This design comes from an exercise in tuning for small area on the open sky130 flow, not from production work.
The RTL was checked by simulation tests, not by an equivalence proof against the original design.

==> flow/design.v (outline; a module is shown in full before it is edited, if it fits) <==
// module synth_engine: 1123 lines
module synth_engine(
    input clk,
    input rst_n,
    input audio_sync,
    input [4:0] out_gain,
    output [10:0] reg_addr,
    input [31:0] reg_rdata,
    output [10:0] ph_raddr,
    input [23:0] ph_rdata,
    output [10:0] ph_waddr,
    output [23:0] ph_wdata,
    output ph_we,
    output [15:0] out_data,
    output out_valid
    );
  // ...
==> flow/run.sh <==
#!/bin/bash
# synth_recipe.tcl (not shown) runs the flow's synth.tcl, then flattens the netlist and writes it again
# the make line also repeats each setting of config.mk as NAME=value (left out here)
make -C /OpenROAD-flow-scripts/flow DESIGN_CONFIG=/design/flow/config.mk WORK_HOME=/design/flow/orfs CLKGATE_MAP_FILE= SYNTH_SCRIPT=/design/flow/synth_recipe.tcl finish
==> flow/config.mk <==
export PLATFORM = sky130hd
export DESIGN_NAME = synth_engine
export DESIGN_NICKNAME = synth_engine
export VERILOG_FILES = /design/flow/design.v
export SDC_FILE = /design/flow/constraint.sdc
export NUM_CORES = 4
export LEC_CHECK = 0
export CAP_MARGIN = 0
export CORE_MARGIN = 2
export CORE_UTILIZATION = 65
export CTS_CLUSTER_DIAMETER = 80
export CTS_CLUSTER_SIZE = 30
export SLEW_MARGIN = 0
==> flow/constraint.sdc <==
create_clock -name core_clock -period 10.0 [get_ports {clk}]
set_input_delay 2.0000 -clock core_clock [delete_from_list [all_inputs] [get_ports {clk}]]
set_output_delay 2.0000 -clock core_clock [all_outputs]
set_load 0.01 [all_outputs]
==> summary.txt, run 1 <==
* Post-synthesis sequential area ratio at around a fifth
* Hold/Removal Path Class: reg -> reg
* Met3 GRT Util at under 10%
* Area share of buffers outside the clock network at between 4 and 5%
* Tot GR Track Use at a little under a third
* Ports at 139
* Largest regs: sum: 41 flops, pn1_q2: 22 flops
* Sequential cell area share at a little under a fifth
* Critical Path Start: reg_rdata[1]
* FF-to-FF path depth at 36
* Multi-input comb cells at approximately 4000
* Max Buffers Root-to-Sink at 3
* Worst Hold Depth at 0
* Status: timing/DRC/antenna clean
* Post-Synth Simple-Gate Area at between 10% and 20%
* WP data arrival at between 9000 and 10000 ps
* Synth Area in XOR/XNOR at a little under an eighth
* Post-synthesis compound-gate area fraction at 17.82%
* Cell with the most instances after synthesis: ha_1
* Setup crit end: pn1_q2[21]
* Max-area cell class: multi-input gates
* CTS tree: built
* Post-route worst setup slack at around 600 ps
* Hold wc startpoint: g_q5[4]
* ANT nets after route at 0
* Clock-pin transition on the worst setup and hold timing paths at between 100 and 150 ps
* Synth top area share at 18.83%
* Max Freq at approximately 0.11 GHz
* Hold slack at 300.6 ps
* Clock buf count at 33
* Area contributors post-synth: dfxtp_1 19%, ha_1 14%, fa_1 13%
* Max reg flops at 41
* Latest clock arrival within the worst-skew pair at approximately 630 ps
* Max stage delay on crit path at between 500 and 600 ps
* Synth Flop Type: dfxtp_1
* Synth cell types at 95
* H-tree depth at 1
* Post-Layout Cell Count at between 6000 and 7000
==> run 2: changes to the inputs <==
--- a/flow/config.mk
+++ b/flow/config.mk
@@ -9,5 +9,5 @@
 export CORE_MARGIN = 2
-export CORE_UTILIZATION = 65
-export CTS_CLUSTER_DIAMETER = 80
-export CTS_CLUSTER_SIZE = 30
+export CORE_UTILIZATION = 72
+export CTS_CLUSTER_DIAMETER = 70
+export CTS_CLUSTER_SIZE = 35
 export SLEW_MARGIN = 0
==> run 2 against run 1 <==
Effect of this change: hold slack gained 0.63 ps; non-clock buffer count shrank 4; first-iteration DRC count grew 21%; design area is essentially flat; critical path type unchanged; critical endpoint unchanged; largest cell class unchanged.
==> summary.txt, run 2 <==
* Cell repeated most along the worst path: o21ai_0
* Area of the mapped netlist at around 44000 sq um
* Layout Skew at between 20 and 30 ps
* Crit Path Max Fanout at 3
* Clk sinks at about 430
* Clock-pin transition on the worst setup and hold timing paths at 110 ps (about the same)
* Post-route worst setup slack at 623.6 ps (+20.29 ps)
* CTS Root Buffer Type: clkbuf_16
* Layout Nets at between 6000 and 7000
* Post-synth ARST share at 0%
* Final Critical Period at about 9400 ps
* Global-route wire length before repair at around 180000 microns
* Die area at about 63000 sq um
* Routability cong. at a little under 1
* Synth-to-layout area growth at 8.224%
* WS Path Type: in -> reg
* Iter 0 DRT Violations at around 3000
* Largest Register: sum
* Vias at 36792
* H-tree depth at 1 (unchanged)
* ANT nets after route at 0 (unchanged)
* Pin count of the biggest net entering global routing at 95
* Vias in the first global route at 36184
* Layout cell share with drive strength beyond 1 at under 10%
* #FFs+latches synth at 425
* Core Rows at 90
* Warnings, synthesis at 1
* WP data arrival at 9910 ps (-40 ps)
* Worst slack, placed at -80.09 ps
* Post-synthesis sequential area ratio at 19.51% (unchanged)
* Synth top area share at 18.83% (unchanged)
* Hold slack at 301.2 ps (+0.6250 ps)
* CORE AREA at around 60000 sq um
* Relative slew slack at 24.54%
* DRC viols at 0
* Post-synth EDFFs at 10
* Die Height at 251.5 microns
* Worst path slowest cell: fa_1
* Drt wl/cell at 18.18 microns
* Tightest Pin Transition at approximately 1100 ps
* CTS buffer count at 29
* Area leader, netlist: dfxtp_1
* Starting density of the core at 72.96%
* Antenna violations before repair at 1
* Max Buffers Root-to-Sink at 3 (unchanged)
* Storage element area at ~8600 sq um
* Design Area, Final at about 48000 sq um
* Largest regs: sum: 41 flops, pn1_q2: 22 flops
* Tot GR Track Use at 34.17% (+3.9 points)
* Latest clock arrival within the worst-skew pair at 620 ps (about the same)
* Max-slew violation count at 0
* Number of iterations in the first detailed-routing pass at 6
* Final hold violations at 0
* Hold/Removal Path Class: reg -> reg
* DP HPWL at 82890 microns
* Max Freq at 0.1067 GHz (+0.22%)
* Synth top cells by count: 505 x ha_1, 481 x inv_1, 415 x dfxtp_1
* Crit. End Element: flip-flop
* Max reg flops at 41 (unchanged)
* Synth Flop Type: dfxtp_1
* Area contributors post-synth: dfxtp_1 19%, ha_1 14%, fa_1 13%
* Syn_area_per_cell at about 8.6 sq um
* Grt ovf at 0
* Footprint of the multi-input gates at around 33000 sq um
* Post-Syn Nets at 5995
* Max stage delay on crit path at 500 ps (about the same)
* Commonest non-fill, non-tap cell in the layout: ha_1
* Ports at 139 (unchanged)
* Post-Syn Instances at about 5000
* WP data required at roughly 11000 ps
* Synth cell types at 95 (unchanged)
* Max_cap viols at 0
* Fillers at approximately 4300
* Die W at around 250 microns
* Commonest cells after routing, fill and taps aside: 505 x ha_1, 478 x inv_1, 410 x dfxtp_1, 395 x xnor2_1, 365 x a21oi_1
* Vias/cell at just over 6
* Worst Setup Start Kind: input pin
* Port Buffers at 136
* CTS tree: built
* Cell with the most instances after synthesis: ha_1
* Final setup viols at 0
* Tcrit/Tclk final at a little over nine tenths
* Status: timing/DRC/antenna clean
* Placed cell areas at between 40000 and 50000 sq um
* Routed WL at roughly 110000 microns
* CTS Hold Bufs at 0
* Setup TNS at 0 ps
==> run 2: path summary, 6_finish.rpt <==
check	start	to	slack, ps	depth (start not counted)
hold reg to reg	g_q5[2]	g_q6[2]	300	0
setup reg to reg	pn1_q2[8]	z_5_q3[13]	680	38
setup / recovery	reg_rdata[1]	pn1_q2[21]	620	40
hold / removal	g_q5[2]	g_q6[2]	300	0
==> run 2: worst max-delay path, delay by kind of cell <==
| family | cells | cell delay [ps] |
|---|---|---|
| XOR/XNOR | 3 | 510 |
| buffers and inverters | 3 | 570 |
| AND/OR/NAND/NOR | 2 | 170 |
| adder cells (fa/ha/maj) | 6 | 2240 |
| AO/OA/AOI/OAI | 26 | 4400 |
==> run 2: final cells by class <==
class	count	area share (%)
antenna	1	0.005241
clock buffer	30	1.549
clock inverter	23	1.211
inverter	491	3.886
multi-input combinational	4049	69.18
sequential	425	18.05
tap	782	2.049
timing repair buffer	214	4.077
==> run 2: per-stage QoR <==
step                std cells  util (%)
detailed placement       5958     76.56
finish                   6015     78.96
CTS                      6011     78.74
global placement         5958     76.56
global route             6014     78.96
floorplan                5141         -
==> run 2: cells by family (layout without fill, tap and decap cells) <==
group,Yosys count,count (layout),share of synthesized area [%]
AOI/OAI and AO/OA,1213,1213,17.82
other,0,1,0
muxes,102,102,2.578
DFF,425,425,19.51
adders and majority gates,792,792,27.30
buffers and inverters,667,758,5.859
and+or+nand+nor,1352,1352,15.06
xor gates and xnor gates,590,590,11.87
==> run 2: timing repair <==
action                                  CTS  global route
endpoints found under the setup margin    0            10
resized for setup                         0            30
buffers inserted                          0             3
==> run 2: per-layer routing <==
metal  share of wire, %  up-vias  GRT usage, %  wire, microns
li1                   -    17768             -              -
met1                 41    17342         42.37          44560
met2                 49     1345         61.18          53500
met3                6.1      337         3.446           6718
met4                4.2        0         13.20           4556
met5                  0        -             0              0

## separate check: timing with driven ports
No port has a modelled driver above. Below, the same layouts with a new extraction and two added sets of constraints.
Step 1 sets driving cells, clkbuf_16 on the clock port and buf_2 on the other inputs (assumed; they add their load-dependent delay and slew).
Step 2 moves the port delays by t, midway between the first and last clock arrival at a register: inputs arrive t later, outputs are due t later. That takes back most of the time a late clock gives input paths.
a / b / c = ideal / step 1 / step 2; a / b = the first two.
run | t, ns | setup WS [ns] | worst setup path after step 2 | worst data-port slew with drivers (ns) | pins driven straight from the clock port
run 1 | 0.684 | 0.603 / 0.647 / -0.038 | input to register | 0.07 | 1
run 2 | 0.681 | 0.624 / 0.662 / -0.019 | input to register | 0.07 | 1
With both steps, setup timing fails in run 1 and run 2, where it was met with ideal ports. The setup slack of run 2, which loses most, moves by +0.038 ns with the drivers and by -0.643 ns with both steps.
